Source: an optimization exercise on an open RTL-to-GDS flow (aim: small area). Production flows keep margins and buffers that such runs may drop.
At most, simulation tests tie the RTL to the original design; equivalence was not proved.

==> inputs of run Y <==
==> flow/design.v <==
module g_a2111oi_0(input A1, input A2, input B1, input C1, input D1, output Y);
    assign Y = (~A1&~B1&~C1&~D1) | (~A2&~B1&~C1&~D1);
endmodule
module g_a21o_1(input A1, input A2, input B1, output X);
    assign X = (A1&A2) | (B1);
endmodule
module g_a21oi_1(input A1, input A2, input B1, output Y);
    assign Y = (~A1&~B1) | (~A2&~B1);
endmodule
module g_nand2_1(input A, input B, output Y);
    assign Y = (~A) | (~B);
endmodule
module g_nor2_1(input A, input B, output Y);
    assign Y = (~A&~B);
endmodule
module g_o21ai_0(input A1, input A2, input B1, output Y);
    assign Y = (~A1&~A2) | (~B1);
endmodule
module g_o22ai_1(input A1, input A2, input B1, input B2, output Y);
    assign Y = (~B1&~B2) | (~A1&~A2);
endmodule
module life_rule(input a0, input a1, input a2, input pL, input mL, input s0, input load, input d0, output nq0);
    wire new_n8, new_n9, new_n10, new_n11, new_n12, new_n13, new_n14, alive_nl;
    g_a21oi_1 g0(.A1(a1), .A2(mL), .B1(a2), .Y(new_n8));
    g_o22ai_1 g1(.A1(a0), .A2(pL), .B1(a1), .B2(mL), .Y(new_n9));
    g_nand2_1 g2(.A(a0), .B(pL), .Y(new_n10));
    g_o21ai_0 g3(.A1(a1), .A2(mL), .B1(a2), .Y(new_n11));
    g_o21ai_0 g4(.A1(s0), .A2(new_n10), .B1(new_n11), .Y(new_n12));
    g_nor2_1 g5(.A(a0), .B(pL), .Y(new_n13));
    g_a21oi_1 g6(.A1(new_n13), .A2(s0), .B1(new_n8), .Y(new_n14));
    g_a2111oi_0 g7(.A1(new_n8), .A2(new_n9), .B1(new_n12), .C1(new_n14), .D1(load), .Y(alive_nl));
    g_a21o_1 g8(.A1(load), .A2(d0), .B1(alive_nl), .X(nq0));
endmodule
module fa3(input a, input b, input c, output s, output co);
    assign s = a ^ b ^ c;
    assign co = (a & b) | (a & c) | (b & c);
endmodule
module ha2(input a, input b, output s, output co);
    assign s = a ^ b;
    assign co = a & b;
endmodule
module pairsum(input x0, input x1, input y0, input y1, output a0, output a1, output a2);
    wire c;
    ha2 h(.a(x0), .b(y0), .s(a0), .co(c));
    fa3 f(.a(x1), .b(y1), .c(c), .s(a1), .co(a2));
endmodule
module top_module(
    input clk,
    input load,
    input [255:0] data,
    output reg [255:0] q );
    wire [255:0] vp, vm, nxt;
    wire [127:0] a0, a1, a2;
    genvar i, j;
    generate
        for (i = 0; i < 16; i = i + 1) begin : row
            for (j = 0; j < 16; j = j + 1) begin : col
                fa3 vs(.a(q[((i+15)%16)*16 + j]), .b(q[i*16 + j]), .c(q[((i+1)%16)*16 + j]),
                       .s(vp[i*16+j]), .co(vm[i*16+j]));
            end
            for (j = 0; j < 16; j = j + 2) begin : pr
                pairsum ps(.x0(vp[i*16+j]), .x1(vm[i*16+j]), .y0(vp[i*16+j+1]), .y1(vm[i*16+j+1]),
                           .a0(a0[i*8+j/2]), .a1(a1[i*8+j/2]), .a2(a2[i*8+j/2]));
                life_rule re(.a0(a0[i*8+j/2]), .a1(a1[i*8+j/2]), .a2(a2[i*8+j/2]),
                             .pL(vp[i*16+(j+15)%16]), .mL(vm[i*16+(j+15)%16]),
                             .s0(q[i*16+j]), .load(load), .d0(data[i*16+j]), .nq0(nxt[i*16+j]));
                life_rule ro(.a0(a0[i*8+j/2]), .a1(a1[i*8+j/2]), .a2(a2[i*8+j/2]),
                             .pL(vp[i*16+(j+2)%16]), .mL(vm[i*16+(j+2)%16]),
                             .s0(q[i*16+j+1]), .load(load), .d0(data[i*16+j+1]), .nq0(nxt[i*16+j+1]));
            end
        end
    endgenerate
    always @(posedge clk)
        q <= nxt;
endmodule
==> flow/flow/run.sh <==
#!/bin/bash
# The standard layout (standard.sh) with two changes:
#  - after synthesis every logic cell is given the smallest drive strength of
#    its family (flow/downsize.tcl); the resizer upsizes later where needed;
#  - the port buffers that global placement inserts use buf_1.
# Each tool's output goes to the ORFS logs; make's output to standard.log.
set -e
export POST_SYNTH_TCL=$PWD/flow/downsize.tcl
export BUFFER_PORTS_ARGS="-buffer_cell sky130_fd_sc_hd__buf_1"
export CTS_ARGS="-sink_clustering_enable -repair_clock_nets -sink_clustering_size 40 -sink_clustering_max_diameter 80 -buf_list {sky130_fd_sc_hd__clkbuf_16} -root_buf sky130_fd_sc_hd__clkbuf_16 -tree_buf sky130_fd_sc_hd__clkbuf_16 -sink_clustering_buffer sky130_fd_sc_hd__clkbuf_16"
bash standard.sh > standard.log 2>&1
==> flow/flow/downsize.tcl <==
# After synthesis: give every logic cell the smallest drive strength of its
# family (same function, e.g. a21oi_2 -> a21oi_1).  Flip-flops are left alone.
# Later resizer steps still upsize wherever timing, slew or capacitance needs it.
set db [ord::get_db]
set block [[$db getChip] getBlock]
set swapped 0
foreach inst [$block getInsts] {
  set m [$inst getMaster]
  set name [$m getName]
  if {![regexp {^(sky130_fd_sc_hd__[a-z0-9]+)_([0-9]+)$} $name -> base size]} { continue }
  if {[regexp {__(df|sdf|edf|dl|conb|tap|fill|decap|clk)} $base]} { continue }
  set best $m
  set barea [expr {[$m getWidth] * [$m getHeight]}]
  foreach s {0 1 2} {
    set c [$db findMaster "${base}_$s"]
    if {$c eq "NULL" || $c eq ""} { continue }
    set a [expr {[$c getWidth] * [$c getHeight]}]
    if {$a < $barea} { set best $c; set barea $a }
  }
  if {$best ne $m} {
    $inst swapMaster $best
    incr swapped
  }
}
puts "downsize: swapped $swapped instances to smaller drive strengths"
==> flow/standard.sh <==
#!/bin/bash
# synth_recipe.tcl (not shown) runs the flow's synth.tcl, then flattens the netlist and writes it again
# the make line also repeats each setting of config.mk as NAME=value (left out here)
make -C /OpenROAD-flow-scripts/flow DESIGN_CONFIG=/design/flow/config.mk WORK_HOME=/design/flow/orfs CLKGATE_MAP_FILE= SYNTH_SCRIPT=/design/flow/synth_recipe.tcl "${@:-finish}"
==> flow/config.mk <==
export PLATFORM = sky130hd
export DESIGN_NAME = top_module
export DESIGN_NICKNAME = top_module
export VERILOG_FILES = /design/flow/design.v
export SDC_FILE = /design/flow/constraint.sdc
export NUM_CORES = 4
export LEC_CHECK = 0
export CAP_MARGIN = 20
export CORE_MARGIN = 2
export CORE_UTILIZATION = 55
export SLEW_MARGIN = 20
export SYNTH_HIERARCHICAL = 1
==> flow/constraint.sdc <==
create_clock -name core_clock -period 5.0 [get_ports {clk}]
set_input_delay 1.0000 -clock core_clock [delete_from_list [all_inputs] [get_ports {clk}]]
set_output_delay 1.0000 -clock core_clock [all_outputs]
set_load 0.01 [all_outputs]
==> run E: changes against run Y <==
==> flow/design.v (replaced) <==
module fa3(input a, input b, input c, output s, output co);
    assign s = a ^ b ^ c;
    assign co = (a & b) | (a & c) | (b & c);
endmodule
module ha2(input a, input b, output s, output co);
    assign s = a ^ b;
    assign co = a & b;
endmodule
module pairsum(input x0, input x1, input y0, input y1, output a0, output a1, output a2);
    wire c;
    ha2 h(.a(x0), .b(y0), .s(a0), .co(c));
    fa3 f(.a(x1), .b(y1), .c(c), .s(a1), .co(a2));
endmodule
module life_rule(input a0, input a1, input a2, input v0, input v1,
                 input self, input load, input d, output nq);
    wire t0, c, u1, u2;
    ha2 h(.a(a0), .b(v0), .s(t0), .co(c));
    fa3 f(.a(a1), .b(v1), .c(c), .s(u1), .co(u2));
    wire alive = (t0 & u1 & ~u2 & ~a2) | (self & ~t0 & ~u1 & (u2 ^ a2));
    assign nq = load ? d : alive;
endmodule
module top_module(
    input clk,
    input load,
    input [255:0] data,
    output reg [255:0] q );
    wire [255:0] v0, v1, nxt;
    wire [127:0] a0, a1, a2;
    genvar i, j;
    generate
        for (i = 0; i < 16; i = i + 1) begin : row
            for (j = 0; j < 16; j = j + 1) begin : col
                fa3 vs(.a(q[((i+15)%16)*16 + j]), .b(q[i*16 + j]), .c(q[((i+1)%16)*16 + j]),
                       .s(v0[i*16+j]), .co(v1[i*16+j]));
            end
            for (j = 0; j < 16; j = j + 2) begin : pr
                pairsum ps(.x0(v0[i*16+j]), .x1(v1[i*16+j]), .y0(v0[i*16+j+1]), .y1(v1[i*16+j+1]),
                           .a0(a0[i*8+j/2]), .a1(a1[i*8+j/2]), .a2(a2[i*8+j/2]));
                life_rule re(.a0(a0[i*8+j/2]), .a1(a1[i*8+j/2]), .a2(a2[i*8+j/2]),
                             .v0(v0[i*16+(j+15)%16]), .v1(v1[i*16+(j+15)%16]),
                             .self(q[i*16+j]), .load(load), .d(data[i*16+j]), .nq(nxt[i*16+j]));
                life_rule ro(.a0(a0[i*8+j/2]), .a1(a1[i*8+j/2]), .a2(a2[i*8+j/2]),
                             .v0(v0[i*16+(j+2)%16]), .v1(v1[i*16+(j+2)%16]),
                             .self(q[i*16+j+1]), .load(load), .d(data[i*16+j+1]), .nq(nxt[i*16+j+1]));
            end
        end
    endgenerate
    always @(posedge clk)
        q <= nxt;
endmodule
==> flow/flow/run.sh (replaced) <==
#!/bin/bash
# Standard layout, but the port buffers use the smallest buffer cell.
export BUFFER_PORTS_ARGS="-buffer_cell sky130_fd_sc_hd__buf_1"
bash standard.sh > standard.log 2>&1
--- a/flow/config.mk
+++ b/flow/config.mk
@@ -8,5 +8,6 @@
 export CAP_MARGIN = 20
 export CORE_MARGIN = 2
-export CORE_UTILIZATION = 55
+export CORE_UTILIZATION = 40
+export CTS_BUF_LIST = sky130_fd_sc_hd__clkbuf_4
 export SLEW_MARGIN = 20
 export SYNTH_HIERARCHICAL = 1
removed: flow/flow/downsize.tcl
==> run K: changes against run Y <==
--- a/flow/design.v
+++ b/flow/design.v
@@ -17,18 +17,17 @@
     assign Y = (~A1&~A2) | (~B1);
 endmodule
-module g_o22ai_1(input A1, input A2, input B1, input B2, output Y);
-    assign Y = (~B1&~B2) | (~A1&~A2);
+module g_xor2_1(input A, input B, output X);
+    assign X = (A&~B) | (~A&B);
 endmodule
 module life_rule(input a0, input a1, input a2, input pL, input mL, input s0, input load, input d0, output nq0);
-    wire new_n8, new_n9, new_n10, new_n11, new_n12, new_n13, new_n14, alive_nl;
-    g_a21oi_1 g0(.A1(a1), .A2(mL), .B1(a2), .Y(new_n8));
-    g_o22ai_1 g1(.A1(a0), .A2(pL), .B1(a1), .B2(mL), .Y(new_n9));
-    g_nand2_1 g2(.A(a0), .B(pL), .Y(new_n10));
-    g_o21ai_0 g3(.A1(a1), .A2(mL), .B1(a2), .Y(new_n11));
-    g_o21ai_0 g4(.A1(s0), .A2(new_n10), .B1(new_n11), .Y(new_n12));
-    g_nor2_1 g5(.A(a0), .B(pL), .Y(new_n13));
-    g_a21oi_1 g6(.A1(new_n13), .A2(s0), .B1(new_n8), .Y(new_n14));
-    g_a2111oi_0 g7(.A1(new_n8), .A2(new_n9), .B1(new_n12), .C1(new_n14), .D1(load), .Y(alive_nl));
-    g_a21o_1 g8(.A1(load), .A2(d0), .B1(alive_nl), .X(nq0));
+    wire x1, lz, l2n, h3n, t12, t14, alive_nl;
+    g_xor2_1 g0(.A(a1), .B(mL), .X(x1));
+    g_nor2_1 g1(.A(a0), .B(pL), .Y(lz));
+    g_nand2_1 g2(.A(a0), .B(pL), .Y(l2n));
+    g_o21ai_0 g3(.A1(a1), .A2(mL), .B1(a2), .Y(h3n));
+    g_o21ai_0 g4(.A1(s0), .A2(l2n), .B1(h3n), .Y(t12));
+    g_a21oi_1 g5(.A1(lz), .A2(s0), .B1(x1), .Y(t14));
+    g_a2111oi_0 g6(.A1(x1), .A2(lz), .B1(t12), .C1(t14), .D1(load), .Y(alive_nl));
+    g_a21o_1 g7(.A1(load), .A2(d0), .B1(alive_nl), .X(nq0));
 endmodule
 module fa3(input a, input b, input c, output s, output co);
==> flow/flow/run.sh (replaced) <==
#!/bin/bash
# The standard layout (standard.sh) with three changes:
#  - after synthesis every logic cell is given the smallest drive strength of
#    its family (flow/downsize.tcl); the resizer upsizes later where needed;
#  - the port buffers that global placement inserts use buf_1;
#  - clock tree: clkbuf_16 throughout, sink clusters of up to 24 flip-flops
#    within 110 um, and no dummy load cells on the clock leaves.
# Each tool's output goes to the ORFS logs; make's output to standard.log.
set -e
export POST_SYNTH_TCL=$PWD/flow/downsize.tcl
export BUFFER_PORTS_ARGS="-buffer_cell sky130_fd_sc_hd__buf_1"
export CTS_ARGS="-sink_clustering_enable -repair_clock_nets -dont_use_dummy_load -sink_clustering_size 24 -sink_clustering_max_diameter 110 -buf_list {sky130_fd_sc_hd__clkbuf_16} -root_buf sky130_fd_sc_hd__clkbuf_16 -tree_buf sky130_fd_sc_hd__clkbuf_16 -sink_clustering_buffer sky130_fd_sc_hd__clkbuf_16"
bash standard.sh > standard.log 2>&1
--- a/flow/config.mk
+++ b/flow/config.mk
@@ -6,7 +6,7 @@
 export NUM_CORES = 4
 export LEC_CHECK = 0
-export CAP_MARGIN = 20
+export CAP_MARGIN = 0
 export CORE_MARGIN = 2
 export CORE_UTILIZATION = 55
-export SLEW_MARGIN = 20
+export SLEW_MARGIN = 0
 export SYNTH_HIERARCHICAL = 1
==> run notes <==
quantity                                                                 run E        run Y        run K
Area growth from synthesis to final layout                               13.9%        14.3%        12.2%
GP Congestion                                                            0.911        0.957        0.942
Global router's overall resource usage                                   24.5%        38.1%        36.6%
First-pass GRT wire length                                              156 mm       152 mm       141 mm
Cell chosen for the clock root                                        clkbuf_4    clkbuf_16    clkbuf_16
Worst setup slack after placement                                      2.10 ns      1.97 ns      1.87 ns
Startpoint of the worst hold path                                    data[195]    data[119]    data[123]
Reg2reg setup slack                                                    2.07 ns      1.83 ns      1.68 ns
Number of antenna violations at the first check in global routing           11           24           21
Post-route cell area                                               37200 sq um  31100 sq um  29800 sq um
Number of diodes added for antenna fixing                                   12           15           13
Number of nets in the synthesized netlist                                 4354         3842         3586
Result of the run                                     timing/DRC/antenna clean  timing/DRC/antenna clean  timing/DRC/antenna clean
Capture endpoint of the worst hold path                                 q[195]       q[119]       q[123]
Height of the die                                                       290 um       226 um       224 um
Placed inst area                                                   36100 sq um  30100 sq um  29400 sq um
Area inside the core boundary                                      80700 sq um  49000 sq um  47700 sq um
R2R Path Start                                                          q[112]        q[56]        q[12]
Largest stage delay on the critical path                               0.64 ns      0.69 ns      0.84 ns
Function not checked in run E: the RTL went through the layout flow alone.

==> what the ideal ports hide <==
No port has a modelled driver above. Below, the same layouts with a new extraction and two added sets of constraints.
Step 1, drivers: a clkbuf_16 drives clk and a buf_2 each remaining input, both assumed.
Step 2 times the ports against the registers' clock, not the clock port: input delays grow and output delays shrink by t, the midpoint of the rising clock arrivals with the driver on.
a / b / c = ideal ports / drivers / drivers and shift; a / b = the first two.
| run | t, ns | setup WS [ns] | slew at the worst register clock pin (ns) | worst slew at a driven data input, ns |
|---|---|---|---|---|
| run Y | 0.656 | 1.829 / 1.829 / 1.829 | 0.09 / 0.09 | 0.14 |
| run E | 0.923 | 2.066 / 2.066 / 2.066 | 0.07 / 0.07 | 0.16 |
| run K | 0.594 | 1.675 / 1.675 / 1.675 | 0.11 / 0.11 | 0.13 |
After both steps setup and hold are still met in every run listed.
